From an optimization exercise on the open Yosys and OpenROAD flow, aimed at small area, a short achievable clock period and few clock cycles; shortcuts taken in it are not production practice.
The RTL was checked by simulation tests, not by an equivalence proof against the original design.

==> flow/design.v (outline; a module is shown in full before it is edited, if it fits) <==
// module Multiplier: 9 lines
// module Adder: 7 lines
// module ReLU: 6 lines
// module Sigmoid_16: 54 lines
// module Neuron_ReLU: 117 lines
// module Neuron_Sigmoid: 119 lines
// module ArchCTRL: 83 lines
// module mul_cs: 225 lines
// module Architecture: 615 lines
module Architecture #(parameter NX = 6, parameter NH = 4, parameter BITS = 16) (
	input								clk,
	input								rst,
	input								TR,
	input								VL,
	input	[NX-1:0][BITS-1:0]			x,
	input	[BITS-1:0]					y,
	input	[BITS-1:0]					lr,
	output	[BITS-1:0]					yhat,
	output	[BITS-1:0]					Error,
	output								S_Train,
	output								S_Error,
	output	[NH-1:0][NX:0][BITS-1:0]	WH,
	output	[NH:0][BITS-1:0]			WO
);
  // ...
==> flow/run.sh <==
#!/bin/bash
# synth_recipe.tcl (not shown) runs the flow's synth.tcl, then flattens the netlist and writes it again
# the make line also repeats each setting of config.mk as NAME=value (left out here)
make -C /OpenROAD-flow-scripts/flow DESIGN_CONFIG=/design/flow/config.mk WORK_HOME=/design/flow/orfs CLKGATE_MAP_FILE= SYNTH_SCRIPT=/design/flow/synth_recipe.tcl finish
==> flow/config.mk <==
export PLATFORM = sky130hd
export DESIGN_NAME = Architecture
export DESIGN_NICKNAME = Architecture
export VERILOG_FILES = /design/flow/design.v
export SDC_FILE = /design/flow/constraint.sdc
export NUM_CORES = 4
export LEC_CHECK = 0
export CAP_MARGIN = 20
export CELL_PAD_IN_SITES_DETAIL_PLACEMENT = 1
export CELL_PAD_IN_SITES_GLOBAL_PLACEMENT = 2
export CORE_MARGIN = 2
export CORE_UTILIZATION = 30
export PLACE_DENSITY = 0.5
export SETUP_SLACK_MARGIN = 5
export SLEW_MARGIN = 20
==> flow/constraint.sdc <==
create_clock -name core_clock -period 12.0 [get_ports {clk}]
set_input_delay 2.4000 -clock core_clock [delete_from_list [all_inputs] [get_ports {clk}]]
set_output_delay 2.4000 -clock core_clock [all_outputs]
set_load 0.01 [all_outputs]
==> impl_summary.txt, run 1 <==
----------------------------------------------------
[Synth]
  Seq/Total Area, Yosys ... 23.4%
  Top flip-flop cell by instance count after synthesis ... sky130_fd_sc_hd__dfxtp_1
  Synthesized-area fraction occupied by ao, oa, aoi and oai cells ... 15.3%
  Area share of and/or/nand/nor cells after synthesis ... 8.79%
  Synthesized area ... 102000 µm²
  XOR/XNOR Fraction of Synth Area ... 11.4%
  Dominant combinational cell family by area after synthesis ... adder cells
  Synth Area in Adders ... 27.8%

[Route]
  Aggregate routed wire length ... 563000 µm
  Violation count after the first detailed-routing iteration ... 7739
  Antenna violation net count after detailed routing ... 0
  Final routed DRC violation total ... 0
  Routed met1 length ... 260000 µm

[Timing]
  Post-route clock skew ... 0.100 ns
  Worst hold-check slack ... 0.476 ns

[Finish]
  Count of buffers not belonging to the clock network in the layout ... 1711
  Area of the multi-input gates ... 77300 µm²
  Most frequent standard cell in the layout excluding fill and tap cells ... sky130_fd_sc_hd__inv_1
  Final core area utilization ... 39.5%

[Clocking]
  Clock latency reported for the late side of the worst-skew pair ... 0.90 ns
  TritonCTS Buffers ... 148

[Status]
  Outcome ... timing/DRC/antenna clean

[Setup path]
  Max stage delay cell, worst path ... sky130_fd_sc_hd__or4_4
  Worst endpoint required time ... 12.57 ns
  Top Family by Delay on Critical Path ... buffers and inverters
  Timing endpoint of the critical path ... d[13]
  CP endpoint kind ... flip-flop

[GRT]
  Maximum number of pins on one net before global-route repair ... 77
  Met2 Use GR ... 47.1%

[Min path]
  Hold worst-path end ... s[9]
  Startpoint of the most critical hold path ... s[8]

----------------------------------------------------
Testbench counts, summed over its fixed seeds: cycles 19,446.
==> run 2: changes to the inputs <==
--- a/flow/design.v
+++ b/flow/design.v
@@ -952,44 +952,232 @@
 		zo <= zsum;
 		yneg <= zsum[BITS-1];
 		err <= zsum[BITS-1] ? (y != 16'h0000) : (y != 16'h0100);
 	end
 end
 assign yhat  = yneg ? 16'h0000 : 16'h0100;
 assign Error = {15'd0, err};
 wire        zneg = zo[BITS-1];
-wire [15:0] zabs = zneg ? (~zo + 16'd1) : zo;
-reg  [3:0]  seg;
+wire [15:0] xo = zo ^ {16{zneg}};
+wire [8:0]  xh = xo[15:7] + {8'd0, zneg & (&xo[6:0])};	 
+wire        big = (|xh[8:4]) | (xh[3] & xh[2]);				 
 reg  [5:0]  sm;
 reg  [8:0]  sc;
 always @(*) begin
-	seg = (zabs < 16'h0600) ? zabs[10:7] : 4'd12;
-	case (seg)
-	4'd0:    begin sm = 6'h3f; sc = 9'h080; end
-	4'd1:    begin sm = 6'h38; sc = 9'h084; end
-	4'd2:    begin sm = 6'h2c; sc = 9'h08f; end
-	4'd3:    begin sm = 6'h20; sc = 9'h0a1; end
-	4'd4:    begin sm = 6'h16; sc = 9'h0b5; end
-	4'd5:    begin sm = 6'h0f; sc = 9'h0c8; end
-	4'd6:    begin sm = 6'h09; sc = 9'h0d8; end
-	4'd7:    begin sm = 6'h06; sc = 9'h0e4; end
-	4'd8:    begin sm = 6'h04; sc = 9'h0ed; end
-	4'd9:    begin sm = 6'h02; sc = 9'h0f3; end
-	4'd10:   begin sm = 6'h01; sc = 9'h0f8; end
-	4'd11:   begin sm = 6'h01; sc = 9'h0fa; end
-	default: begin sm = 6'h00; sc = 9'h100; end
-	endcase
+	if (big) begin
+		sm = 6'h00; sc = 9'h100;
+	end
+	else begin
+		case (xh[3:0])
+		4'd0:    begin sm = 6'h3f; sc = 9'h080; end
+		4'd1:    begin sm = 6'h38; sc = 9'h084; end
+		4'd2:    begin sm = 6'h2c; sc = 9'h08f; end
+		4'd3:    begin sm = 6'h20; sc = 9'h0a1; end
+		4'd4:    begin sm = 6'h16; sc = 9'h0b5; end
+		4'd5:    begin sm = 6'h0f; sc = 9'h0c8; end
+		4'd6:    begin sm = 6'h09; sc = 9'h0d8; end
+		4'd7:    begin sm = 6'h06; sc = 9'h0e4; end
+		4'd8:    begin sm = 6'h04; sc = 9'h0ed; end
+		4'd9:    begin sm = 6'h02; sc = 9'h0f3; end
+		4'd10:   begin sm = 6'h01; sc = 9'h0f8; end
+		default: begin sm = 6'h01; sc = 9'h0fa; end
+		endcase
+	end
 end
-wire [16:0] smx = zabs[10:0] * sm;				 
-wire [15:0] st  = {7'd0, sc} + {7'd0, smx[16:8]};
-wire [15:0] sv  = zneg ? (16'h0100 - st) : st;
+wire [10:0] xs = xo[10:0];
+wire [5:0]  smn = sm & {6{zneg}};
+wire sg_s0 = smn[5] ^ (xs[5] & sm[0]);
+wire sg_c0 = smn[5] & (xs[5] & sm[0]);
+wire sg_s1 = (xs[6] & sm[0]) ^ (xs[5] & sm[1]);
+wire sg_c1 = (xs[6] & sm[0]) & (xs[5] & sm[1]);
+wire sg_s2 = (xs[7] & sm[0]) ^ (xs[6] & sm[1]);
+wire sg_c2 = (xs[7] & sm[0]) & (xs[6] & sm[1]);
+wire sg_s3 = sc[0] ^ (xs[8] & sm[0]) ^ (xs[7] & sm[1]);
+wire sg_c3 = (sc[0] & (xs[8] & sm[0])) | ((xs[7] & sm[1]) & (sc[0] ^ (xs[8] & sm[0])));
+wire sg_s4 = sc[1] ^ (xs[9] & sm[0]) ^ (xs[8] & sm[1]);
+wire sg_c4 = (sc[1] & (xs[9] & sm[0])) | ((xs[8] & sm[1]) & (sc[1] ^ (xs[9] & sm[0])));
+wire sg_s5 = sc[2] ^ (xs[10] & sm[0]) ^ (xs[9] & sm[1]);
+wire sg_c5 = (sc[2] & (xs[10] & sm[0])) | ((xs[9] & sm[1]) & (sc[2] ^ (xs[10] & sm[0])));
+wire sg_s6 = sc[3] ^ (xs[10] & sm[1]);
+wire sg_c6 = sc[3] & (xs[10] & sm[1]);
+wire sg_s7 = smn[3] ^ (xs[3] & sm[0]);
+wire sg_c7 = smn[3] & (xs[3] & sm[0]);
+wire sg_s8 = smn[4] ^ (xs[4] & sm[0]) ^ (xs[3] & sm[1]);
+wire sg_c8 = (smn[4] & (xs[4] & sm[0])) | ((xs[3] & sm[1]) & (smn[4] ^ (xs[4] & sm[0])));
+wire sg_s9 = (xs[2] & sm[2]) ^ (xs[1] & sm[3]);
+wire sg_c9 = (xs[2] & sm[2]) & (xs[1] & sm[3]);
+wire sg_s10 = (xs[4] & sm[1]) ^ (xs[3] & sm[2]) ^ (xs[2] & sm[3]);
+wire sg_c10 = ((xs[4] & sm[1]) & (xs[3] & sm[2])) | ((xs[2] & sm[3]) & ((xs[4] & sm[1]) ^ (xs[3] & sm[2])));
+wire sg_s11 = (xs[1] & sm[4]) ^ (xs[0] & sm[5]) ^ sg_s0;
+wire sg_c11 = ((xs[1] & sm[4]) & (xs[0] & sm[5])) | (sg_s0 & ((xs[1] & sm[4]) ^ (xs[0] & sm[5])));
+wire sg_s12 = (xs[4] & sm[2]) ^ (xs[3] & sm[3]) ^ (xs[2] & sm[4]);
+wire sg_c12 = ((xs[4] & sm[2]) & (xs[3] & sm[3])) | ((xs[2] & sm[4]) & ((xs[4] & sm[2]) ^ (xs[3] & sm[3])));
+wire sg_s13 = (xs[1] & sm[5]) ^ sg_c0 ^ sg_s1;
+wire sg_c13 = ((xs[1] & sm[5]) & sg_c0) | (sg_s1 & ((xs[1] & sm[5]) ^ sg_c0));
+wire sg_s14 = (xs[5] & sm[2]) ^ (xs[4] & sm[3]) ^ (xs[3] & sm[4]);
+wire sg_c14 = ((xs[5] & sm[2]) & (xs[4] & sm[3])) | ((xs[3] & sm[4]) & ((xs[5] & sm[2]) ^ (xs[4] & sm[3])));
+wire sg_s15 = (xs[2] & sm[5]) ^ sg_c1 ^ sg_s2;
+wire sg_c15 = ((xs[2] & sm[5]) & sg_c1) | (sg_s2 & ((xs[2] & sm[5]) ^ sg_c1));
+wire sg_s16 = (xs[6] & sm[2]) ^ (xs[5] & sm[3]) ^ (xs[4] & sm[4]);
+wire sg_c16 = ((xs[6] & sm[2]) & (xs[5] & sm[3])) | ((xs[4] & sm[4]) & ((xs[6] & sm[2]) ^ (xs[5] & sm[3])));
+wire sg_s17 = (xs[3] & sm[5]) ^ sg_c2 ^ sg_s3;
+wire sg_c17 = ((xs[3] & sm[5]) & sg_c2) | (sg_s3 & ((xs[3] & sm[5]) ^ sg_c2));
+wire sg_s18 = (xs[7] & sm[2]) ^ (xs[6] & sm[3]) ^ (xs[5] & sm[4]);
+wire sg_c18 = ((xs[7] & sm[2]) & (xs[6] & sm[3])) | ((xs[5] & sm[4]) & ((xs[7] & sm[2]) ^ (xs[6] & sm[3])));
+wire sg_s19 = (xs[4] & sm[5]) ^ sg_c3 ^ sg_s4;
+wire sg_c19 = ((xs[4] & sm[5]) & sg_c3) | (sg_s4 & ((xs[4] & sm[5]) ^ sg_c3));
+wire sg_s20 = (xs[8] & sm[2]) ^ (xs[7] & sm[3]) ^ (xs[6] & sm[4]);
+wire sg_c20 = ((xs[8] & sm[2]) & (xs[7] & sm[3])) | ((xs[6] & sm[4]) & ((xs[8] & sm[2]) ^ (xs[7] & sm[3])));
+wire sg_s21 = (xs[5] & sm[5]) ^ sg_c4 ^ sg_s5;
+wire sg_c21 = ((xs[5] & sm[5]) & sg_c4) | (sg_s5 & ((xs[5] & sm[5]) ^ sg_c4));
+wire sg_s22 = (xs[9] & sm[2]) ^ (xs[8] & sm[3]) ^ (xs[7] & sm[4]);
+wire sg_c22 = ((xs[9] & sm[2]) & (xs[8] & sm[3])) | ((xs[7] & sm[4]) & ((xs[9] & sm[2]) ^ (xs[8] & sm[3])));
+wire sg_s23 = (xs[6] & sm[5]) ^ sg_s6 ^ sg_c5;
+wire sg_c23 = ((xs[6] & sm[5]) & sg_s6) | (sg_c5 & ((xs[6] & sm[5]) ^ sg_s6));
+wire sg_s24 = sc[4] ^ (xs[10] & sm[2]) ^ (xs[9] & sm[3]);
+wire sg_c24 = (sc[4] & (xs[10] & sm[2])) | ((xs[9] & sm[3]) & (sc[4] ^ (xs[10] & sm[2])));
+wire sg_s25 = (xs[8] & sm[4]) ^ (xs[7] & sm[5]) ^ sg_c6;
+wire sg_c25 = ((xs[8] & sm[4]) & (xs[7] & sm[5])) | (sg_c6 & ((xs[8] & sm[4]) ^ (xs[7] & sm[5])));
+wire sg_s26 = sc[5] ^ (xs[10] & sm[3]) ^ (xs[9] & sm[4]);
+wire sg_c26 = (sc[5] & (xs[10] & sm[3])) | ((xs[9] & sm[4]) & (sc[5] ^ (xs[10] & sm[3])));
+wire sg_s27 = smn[2] ^ (xs[2] & sm[0]);
+wire sg_c27 = smn[2] & (xs[2] & sm[0]);
+wire sg_s28 = (xs[2] & sm[1]) ^ (xs[1] & sm[2]) ^ (xs[0] & sm[3]);
+wire sg_c28 = ((xs[2] & sm[1]) & (xs[1] & sm[2])) | ((xs[0] & sm[3]) & ((xs[2] & sm[1]) ^ (xs[1] & sm[2])));
+wire sg_s29 = (xs[0] & sm[4]) ^ sg_c7 ^ sg_s9;
+wire sg_c29 = ((xs[0] & sm[4]) & sg_c7) | (sg_s9 & ((xs[0] & sm[4]) ^ sg_c7));
+wire sg_s30 = sg_c9 ^ sg_c8 ^ sg_s10;
+wire sg_c30 = (sg_c9 & sg_c8) | (sg_s10 & (sg_c9 ^ sg_c8));
+wire sg_s31 = sg_c10 ^ sg_s12 ^ sg_c11;
+wire sg_c31 = (sg_c10 & sg_s12) | (sg_c11 & (sg_c10 ^ sg_s12));
+wire sg_s32 = sg_c12 ^ sg_s14 ^ sg_c13;
+wire sg_c32 = (sg_c12 & sg_s14) | (sg_c13 & (sg_c12 ^ sg_s14));
+wire sg_s33 = sg_c14 ^ sg_s16 ^ sg_c15;
+wire sg_c33 = (sg_c14 & sg_s16) | (sg_c15 & (sg_c14 ^ sg_s16));
+wire sg_s34 = sg_c16 ^ sg_s18 ^ sg_c17;
+wire sg_c34 = (sg_c16 & sg_s18) | (sg_c17 & (sg_c16 ^ sg_s18));
+wire sg_s35 = sg_c18 ^ sg_s20 ^ sg_c19;
+wire sg_c35 = (sg_c18 & sg_s20) | (sg_c19 & (sg_c18 ^ sg_s20));
+wire sg_s36 = sg_c20 ^ sg_s22 ^ sg_s23;
+wire sg_c36 = (sg_c20 & sg_s22) | (sg_s23 & (sg_c20 ^ sg_s22));
+wire sg_s37 = sg_c22 ^ sg_s24 ^ sg_s25;
+wire sg_c37 = (sg_c22 & sg_s24) | (sg_s25 & (sg_c22 ^ sg_s24));
+wire sg_s38 = (xs[8] & sm[5]) ^ sg_c24 ^ sg_s26;
+wire sg_c38 = ((xs[8] & sm[5]) & sg_c24) | (sg_s26 & ((xs[8] & sm[5]) ^ sg_c24));
+wire sg_s39 = sc[6] ^ (xs[10] & sm[4]) ^ (xs[9] & sm[5]);
+wire sg_c39 = (sc[6] & (xs[10] & sm[4])) | ((xs[9] & sm[5]) & (sc[6] ^ (xs[10] & sm[4])));
+wire sg_s40 = smn[1] ^ (xs[1] & sm[0]);
+wire sg_c40 = smn[1] & (xs[1] & sm[0]);
+wire sg_s41 = (xs[1] & sm[1]) ^ (xs[0] & sm[2]) ^ sg_s27;
+wire sg_c41 = ((xs[1] & sm[1]) & (xs[0] & sm[2])) | (sg_s27 & ((xs[1] & sm[1]) ^ (xs[0] & sm[2])));
+wire sg_s42 = sg_c27 ^ sg_s7 ^ sg_s28;
+wire sg_c42 = (sg_c27 & sg_s7) | (sg_s28 & (sg_c27 ^ sg_s7));
+wire sg_s43 = sg_c28 ^ sg_s8 ^ sg_s29;
+wire sg_c43 = (sg_c28 & sg_s8) | (sg_s29 & (sg_c28 ^ sg_s8));
+wire sg_s44 = sg_c29 ^ sg_s11 ^ sg_s30;
+wire sg_c44 = (sg_c29 & sg_s11) | (sg_s30 & (sg_c29 ^ sg_s11));
+wire sg_s45 = sg_s13 ^ sg_c30 ^ sg_s31;
+wire sg_c45 = (sg_s13 & sg_c30) | (sg_s31 & (sg_s13 ^ sg_c30));
+wire sg_s46 = sg_s15 ^ sg_c31 ^ sg_s32;
+wire sg_c46 = (sg_s15 & sg_c31) | (sg_s32 & (sg_s15 ^ sg_c31));
+wire sg_s47 = sg_s17 ^ sg_c32 ^ sg_s33;
+wire sg_c47 = (sg_s17 & sg_c32) | (sg_s33 & (sg_s17 ^ sg_c32));
+wire sg_s48 = sg_s19 ^ sg_c33 ^ sg_s34;
+wire sg_c48 = (sg_s19 & sg_c33) | (sg_s34 & (sg_s19 ^ sg_c33));
+wire sg_s49 = sg_s21 ^ sg_c34 ^ sg_s35;
+wire sg_c49 = (sg_s21 & sg_c34) | (sg_s35 & (sg_s21 ^ sg_c34));
+wire sg_s50 = sg_c21 ^ sg_c35 ^ sg_s36;
+wire sg_c50 = (sg_c21 & sg_c35) | (sg_s36 & (sg_c21 ^ sg_c35));
+wire sg_s51 = sg_c23 ^ sg_s37 ^ sg_c36;
+wire sg_c51 = (sg_c23 & sg_s37) | (sg_c36 & (sg_c23 ^ sg_s37));
+wire sg_s52 = sg_c25 ^ sg_s38 ^ sg_c37;
+wire sg_c52 = (sg_c25 & sg_s38) | (sg_c37 & (sg_c25 ^ sg_s38));
+wire sg_s53 = sg_c26 ^ sg_s39 ^ sg_c38;
+wire sg_c53 = (sg_c26 & sg_s39) | (sg_c38 & (sg_c26 ^ sg_s39));
+wire sg_s54 = sc[7] ^ (xs[10] & sm[5]) ^ sg_c39;
+wire sg_c54 = (sc[7] & (xs[10] & sm[5])) | (sg_c39 & (sc[7] ^ (xs[10] & sm[5])));
+wire [16:0] sg_r0 = {sc[8], sg_s54, sg_s53, sg_s52, sg_s51, sg_s50, sg_s49, sg_s48, sg_s47, sg_s46, sg_s45, sg_s44, sg_s43, sg_s42, sg_s41, (xs[0] & sm[1]), smn[0]};
+wire [16:0] sg_r1 = {sg_c54, sg_c53, sg_c52, sg_c51, sg_c50, sg_c49, sg_c48, sg_c47, sg_c46, sg_c45, sg_c44, sg_c43, sg_c42, sg_c41, sg_c40, sg_s40, (xs[0] & sm[0])};
+wire [8:0] sg_lo = {1'b0, sg_r0[7:0]} + {1'b0, sg_r1[7:0]};
+wire [15:0] t0n = {16{zneg}} ^ {7'd0, sg_r0[16:8]};
+wire [15:0] t1n = {16{zneg}} ^ {7'd0, sg_r1[16:8]};
+wire        tcy = sg_lo[8] ^ zneg;
+wire [15:0] yn = ~y;
+wire [15:0] kd = zneg ? 16'h0102 : 16'h0001;
+wire sd_s0 = yn[0] ^ kd[0] ^ t0n[0];
+wire sd_c0 = (yn[0] & kd[0]) | (t0n[0] & (yn[0] ^ kd[0]));
+wire sd_s1 = t1n[0] ^ tcy ^ sd_s0;
+wire sd_c1 = (t1n[0] & tcy) | (sd_s0 & (t1n[0] ^ tcy));
+wire sd_s2 = yn[1] ^ kd[1] ^ t0n[1];
+wire sd_c2 = (yn[1] & kd[1]) | (t0n[1] & (yn[1] ^ kd[1]));
+wire sd_s3 = t1n[1] ^ sd_c0 ^ sd_s2;
+wire sd_c3 = (t1n[1] & sd_c0) | (sd_s2 & (t1n[1] ^ sd_c0));
+wire sd_s4 = yn[2] ^ kd[2] ^ t0n[2];
+wire sd_c4 = (yn[2] & kd[2]) | (t0n[2] & (yn[2] ^ kd[2]));
+wire sd_s5 = t1n[2] ^ sd_c2 ^ sd_s4;
+wire sd_c5 = (t1n[2] & sd_c2) | (sd_s4 & (t1n[2] ^ sd_c2));
+wire sd_s6 = yn[3] ^ kd[3] ^ t0n[3];
+wire sd_c6 = (yn[3] & kd[3]) | (t0n[3] & (yn[3] ^ kd[3]));
+wire sd_s7 = t1n[3] ^ sd_c4 ^ sd_s6;
+wire sd_c7 = (t1n[3] & sd_c4) | (sd_s6 & (t1n[3] ^ sd_c4));
+wire sd_s8 = yn[4] ^ kd[4] ^ t0n[4];
+wire sd_c8 = (yn[4] & kd[4]) | (t0n[4] & (yn[4] ^ kd[4]));
+wire sd_s9 = t1n[4] ^ sd_c6 ^ sd_s8;
+wire sd_c9 = (t1n[4] & sd_c6) | (sd_s8 & (t1n[4] ^ sd_c6));
+wire sd_s10 = yn[5] ^ kd[5] ^ t0n[5];
+wire sd_c10 = (yn[5] & kd[5]) | (t0n[5] & (yn[5] ^ kd[5]));
+wire sd_s11 = t1n[5] ^ sd_c8 ^ sd_s10;
+wire sd_c11 = (t1n[5] & sd_c8) | (sd_s10 & (t1n[5] ^ sd_c8));
+wire sd_s12 = yn[6] ^ kd[6] ^ t0n[6];
+wire sd_c12 = (yn[6] & kd[6]) | (t0n[6] & (yn[6] ^ kd[6]));
+wire sd_s13 = t1n[6] ^ sd_c10 ^ sd_s12;
+wire sd_c13 = (t1n[6] & sd_c10) | (sd_s12 & (t1n[6] ^ sd_c10));
+wire sd_s14 = yn[7] ^ kd[7] ^ t0n[7];
+wire sd_c14 = (yn[7] & kd[7]) | (t0n[7] & (yn[7] ^ kd[7]));
+wire sd_s15 = t1n[7] ^ sd_c12 ^ sd_s14;
+wire sd_c15 = (t1n[7] & sd_c12) | (sd_s14 & (t1n[7] ^ sd_c12));
+wire sd_s16 = yn[8] ^ kd[8] ^ t0n[8];
+wire sd_c16 = (yn[8] & kd[8]) | (t0n[8] & (yn[8] ^ kd[8]));
+wire sd_s17 = t1n[8] ^ sd_c14 ^ sd_s16;
+wire sd_c17 = (t1n[8] & sd_c14) | (sd_s16 & (t1n[8] ^ sd_c14));
+wire sd_s18 = yn[9] ^ kd[9] ^ t0n[9];
+wire sd_c18 = (yn[9] & kd[9]) | (t0n[9] & (yn[9] ^ kd[9]));
+wire sd_s19 = t1n[9] ^ sd_c16 ^ sd_s18;
+wire sd_c19 = (t1n[9] & sd_c16) | (sd_s18 & (t1n[9] ^ sd_c16));
+wire sd_s20 = yn[10] ^ kd[10] ^ t0n[10];
+wire sd_c20 = (yn[10] & kd[10]) | (t0n[10] & (yn[10] ^ kd[10]));
+wire sd_s21 = t1n[10] ^ sd_c18 ^ sd_s20;
+wire sd_c21 = (t1n[10] & sd_c18) | (sd_s20 & (t1n[10] ^ sd_c18));
+wire sd_s22 = yn[11] ^ kd[11] ^ t0n[11];
+wire sd_c22 = (yn[11] & kd[11]) | (t0n[11] & (yn[11] ^ kd[11]));
+wire sd_s23 = t1n[11] ^ sd_c20 ^ sd_s22;
+wire sd_c23 = (t1n[11] & sd_c20) | (sd_s22 & (t1n[11] ^ sd_c20));
+wire sd_s24 = yn[12] ^ kd[12] ^ t0n[12];
+wire sd_c24 = (yn[12] & kd[12]) | (t0n[12] & (yn[12] ^ kd[12]));
+wire sd_s25 = t1n[12] ^ sd_c22 ^ sd_s24;
+wire sd_c25 = (t1n[12] & sd_c22) | (sd_s24 & (t1n[12] ^ sd_c22));
+wire sd_s26 = yn[13] ^ kd[13] ^ t0n[13];
+wire sd_c26 = (yn[13] & kd[13]) | (t0n[13] & (yn[13] ^ kd[13]));
+wire sd_s27 = t1n[13] ^ sd_c24 ^ sd_s26;
+wire sd_c27 = (t1n[13] & sd_c24) | (sd_s26 & (t1n[13] ^ sd_c24));
+wire sd_s28 = yn[14] ^ kd[14] ^ t0n[14];
+wire sd_c28 = (yn[14] & kd[14]) | (t0n[14] & (yn[14] ^ kd[14]));
+wire sd_s29 = t1n[14] ^ sd_c26 ^ sd_s28;
+wire sd_c29 = (t1n[14] & sd_c26) | (sd_s28 & (t1n[14] ^ sd_c26));
+wire sd_s30 = yn[15] ^ kd[15] ^ t0n[15];
+wire sd_c30 = (yn[15] & kd[15]) | (t0n[15] & (yn[15] ^ kd[15]));
+wire sd_s31 = t1n[15] ^ sd_c28 ^ sd_s30;
+wire sd_c31 = (t1n[15] & sd_c28) | (sd_s30 & (t1n[15] ^ sd_c28));
+wire [15:0] sd_r0 = {sd_c29, sd_c27, sd_c25, sd_c23, sd_c21, sd_c19, sd_c17, sd_c15, sd_c13, sd_c11, sd_c9, sd_c7, sd_c5, sd_c3, sd_c1, sd_s1};
+wire [15:0] sd_r1 = {sd_s31, sd_s29, sd_s27, sd_s25, sd_s23, sd_s21, sd_s19, sd_s17, sd_s15, sd_s13, sd_s11, sd_s9, sd_s7, sd_s5, sd_s3, 1'b0};
+wire [15:0] dnew = sd_r0 + sd_r1;
 always @(posedge clk) begin
 	if (s[5])
-		d <= sv - y;
+		d <= dnew;
 	enc_o <= enc_lr;
 end
 wire [15:0] so, co;
 wire        cyo;
 mul_cs mul_o (.a(d), .enc(enc_o), .s(so), .c(co), .cy(cyo));
 	wire ws_s0 = WO0[0] ^ so[0] ^ co[0];
 	wire ws_c0 = (WO0[0] & so[0]) | (co[0] & (WO0[0] ^ so[0]));
 	wire ws_s1 = WO0[1] ^ so[1] ^ co[1];
==> impl_summary.txt, run 2 <==
----------------------------------------------------
[Synth]
  Unique cell type count in the Yosys netlist ... 83
  Most common cell in the synthesized netlist ... sky130_fd_sc_hd__inv_1
  Synthesis warning total ... 1
  Number of register bits inferred by synthesis ... 1052
  Async SR Flop Fraction ... 0%
  Number of enable flip-flop cells after synthesis ... 289
  Fraction of synthesized cell area taken by the top area cell type ... 22.0%
  Library cell with the largest summed area after synthesis ... sky130_fd_sc_hd__fa_1
  Commonest cells post-synth ... sky130_fd_sc_hd__inv_1 (1267), sky130_fd_sc_hd__a22oi_1 (1223), sky130_fd_sc_hd__fa_1 (1124)
  Top flip-flop cell by instance count after synthesis ... sky130_fd_sc_hd__dfxtp_1
  Seq/Total Area, Yosys ... 23.4% (-0.047 points)
  Synthesized area ... 102000 µm² (+0.20%)
  Biggest area contributors in the synthesized netlist ... sky130_fd_sc_hd__fa_1 (22%), sky130_fd_sc_hd__dfxtp_1 (15%), sky130_fd_sc_hd__a22oi_1 (9.0%)
  Syn avg cell area ... 9.60 µm²
  Number of standard cells after synthesis ... 10663

[Die]
  Placement row count ... 214
  Vert. Die Dim ... 588 µm
  Std-Cell Core Area ... 340000 µm²
  Count of boundary I/O pins ... 694
  Initial core utilization ... 30.1%
  Die Outline Area ... 346000 µm²
  DIE WIDTH ... 588 µm

[Finish]
  Fin nets ... 13471
  Most frequent standard cell in the layout excluding fill and tap cells ... sky130_fd_sc_hd__inv_1
  Largest registers in the final layout ... Wh x448, enc_a x96, enc_b x96
  Area added between synthesis and finish ... 29.9%
  Max reg flops ... 448
  Register containing the most flip-flops in the final layout ... Wh
  Most used cells in the layout excluding fill and tap cells ... sky130_fd_sc_hd__inv_1 (1138), sky130_fd_sc_hd__a22oi_1 (1114), sky130_fd_sc_hd__fa_1 (936)
  Fraction of layout cells with a size suffix above 1 ... 20.2%
  Final-layout fill cell count ... 37231

[Setup path]
  Largest fanout on the critical path ... 8
  Max stage delay cell, worst path ... sky130_fd_sc_hd__fa_1
  Reg2reg setup slack ... 3.49 ns
  Sum of buffers and inverters on the critical path ... 7
  Critical Path Max Stage Delay ... 0.54 ns
  Reg2reg path depth ... 28
  Worst endpoint required time ... 12.50 ns (-0.07 ns)
  R2R Path Start ... s[4]
  WS Path Type ... flip-flop to flip-flop
  Top Family by Delay on Critical Path ... adder cells
  Arrival time of data at the critical path endpoint ... 9.01 ns
  CP endpoint kind ... flip-flop
  Crit path depth ... 28
  Launch point of the worst path ... s[4]
  Timing endpoint of the critical path ... err
  Type of element launching the critical path ... flip-flop
  FF-to-FF End ... err
  Most Frequent Cell on Critical Path ... sky130_fd_sc_hd__fa_1

[Clocking]
  Clock latency reported for the late side of the worst-skew pair ... 0.88 ns (-0.02 ns)
  Root buf cell ... sky130_fd_sc_hd__clkbuf_16
  Max Root-Sink Buffers ... 4
  CTS sink cnt ... 1052
  Clock-pin transition on the worst setup and hold timing paths ... 0.07 ns
  Number of buffers inserted for hold repair after clock tree synthesis ... 0
  Clock H-tree levels ... 4
  TritonCTS Buffers ... 148 (unchanged)
  CTS tree ... built

[Route]
  Violation count after the first detailed-routing iteration ... 9622 (+24%)
  Antenna violation net count after detailed routing ... 0 (unchanged)
  Aggregate routed wire length ... 616000 µm (+9.3%)
  Count of TritonRoute iterations in the first routing pass ... 9
  WL per Instance ... 37.5 µm
  DR vias ... 92173
  Final routed DRC violation total ... 0 (unchanged)
  Vias per Instance ... 5.62

[GRT]
  Maximum number of pins on one net before global-route repair ... 137 (+78%)
  Global-route wire length before repair ... 836000 µm
  Antenna violations before repair ... 92
  Remaining Overflow, GRT ... 0
  Number of global-route vias before repair ... 95405
  Total global-route track usage ... 34.8%

[Timing]
  Final-report hold violation count ... 0
  Total negative slack for setup checks ... 0 ns
  Number of pins with negative max-slew slack in the final report ... 0
  Smallest setup slack after layout ... 3.49 ns
  Shortest period the worst path allows ... 8.51 ns
  Setup repair after global routing missed its margin ... yes
  Post-route clock skew ... 0.0979 ns (-0.00236 ns)
  Share of the clock period used by the worst path after layout ... 71.0%
  Maximum frequency from static timing analysis ... 117 MHz
  Least-Margin Pin Slew ... 1.26 ns
  Worst hold-check slack ... 0.491 ns (+0.0152 ns)
  Worst slew margin relative to its limit ... 15.7%
  Setup violators final ... 0

[Placed design]
  Port Buf Inserts ... 663
  Minimum setup slack after placement ... 2.09 ns
  Routability Congestion ... 0.948
  Half-perimeter wire length of the detailed placement result ... 449000 µm

[Min path]
  Class of the worst hold path ... flip-flop to flip-flop

[Status]
  Outcome ... timing/DRC/antenna clean

[Job]
  Maxcap violations ... 0

----------------------------------------------------
run 2: per-layer routing:
| metal | part of all wire, % | global-route usage, % | vias up |
|---|---|---|---|
| met4 | 4.0 | 12.5 | 38 |
| met2 | 44 | 53.0 | 4111 |
| li1 | - | - | 38107 |
| met5 | 0.045 | 0 | - |
| met3 | 8.6 | 8.51 | 817 |
| met1 | 44 | 47.6 | 49100 |
run 2: area by class of cell:
cell class / instances / area, µm² / area share (%)
clock buffers: 208 / 4330 / 3.25
multi-input cells: 7557 / 76500 / 57.5
well taps: 4536 / 5680 / 4.27
repair buffers: 1687 / 17000 / 12.8
inverters: 1270 / 4830 / 3.64
diodes: 40 / 100 / 0.0753
clock inverters: 61 / 562 / 0.423
flip-flops and latches: 1052 / 24000 / 18.0
run 2: timing repair:
| action | CTS | global route |
|---|---|---|
| cloned | 19 | 2 |
| endpoints found under the setup margin | 384 | 276 |
| buffers inserted | 557 | 116 |
| hold endpoints to repair | 0 | 0 |
| gates resized for setup | 950 | 340 |
| pin swaps | 357 | 218 |
run 2: worst min path at each step:
stage,startpoint,endpoint,slack (ns),depth (start not counted)
3_3_place_gp,s[8],s[9],0.46,1
3_5_place_dp,s[8],s[9],0.48,1
5_1_grt,s[10],s[11],0.51,1
4_1_cts,s[8],s[9],0.49,1
2_1_floorplan,s[10],s[11],0.45,1
6_report,s[8],s[9],0.49,1
run 2: logic make-up (layout without fill, tap and decap cells):
group / after synthesis / in the layout / share of synthesized area, %
other: 2 / 71 / 0.00734
AO/OA/AOI/OAI: 2114 / 2114 / 15.4
multiplexers: 543 / 543 / 5.38
adder cells (fa/ha/maj): 1623 / 1623 / 28.1
XOR/XNOR: 1329 / 1329 / 11.5
buffers and inverters: 2083 / 3226 / 7.81
flip-flops: 1052 / 1052 / 23.4
AND/OR/NAND/NOR: 1917 / 1917 / 8.49
run 2: worst reg2reg max path: cells and delay by family, from the launching register on:
family          cells  cell delay (ns)
xor+xnor            3             0.80
compound gates      5             1.24
buf+inv             7             0.85
fa+ha+maj           9             4.17
flops               1             0.47
simple gates        4             0.58
run 2: metrics by stage:
stage | std cells | area (µm²) | util, %
finish | 16411 | 133000 | 39.1
global route | 16378 | 133000 | 39.1
CTS | 16253 | 130000 | 38.4
detailed placement | 15408 | 116000 | 34.1
global placement | 15400 | 116000 | 34.1
floorplan | 10692 | 104000 | -
Testbench counts of run 2, summed over its fixed seeds: cycles 19,446.

port drivers added, routing unchanged:
The flow's constraints put no driver on any port. The routed layouts listed below were extracted and timed again, unchanged, in two steps.
Step 1 assumes that a clkbuf_16 drives the clock port and a buf_2 every other input.
Step 2 moves the port delays by t, midway between the first and last clock arrival at a register: inputs arrive t later, outputs are due t later. That takes back most of the time a late clock gives input paths.
Slacks: ideal / step 1 / step 2; pairs: ideal / step 1.
run	shift t [ns]	slack for setup (ns)	worst setup path after step 2
run 1	0.974	1.524 / 1.524 / 1.524	register to register
run 2	0.957	3.485 / 3.485 / 3.485	register to register
After both steps every run listed still meets setup and hold.
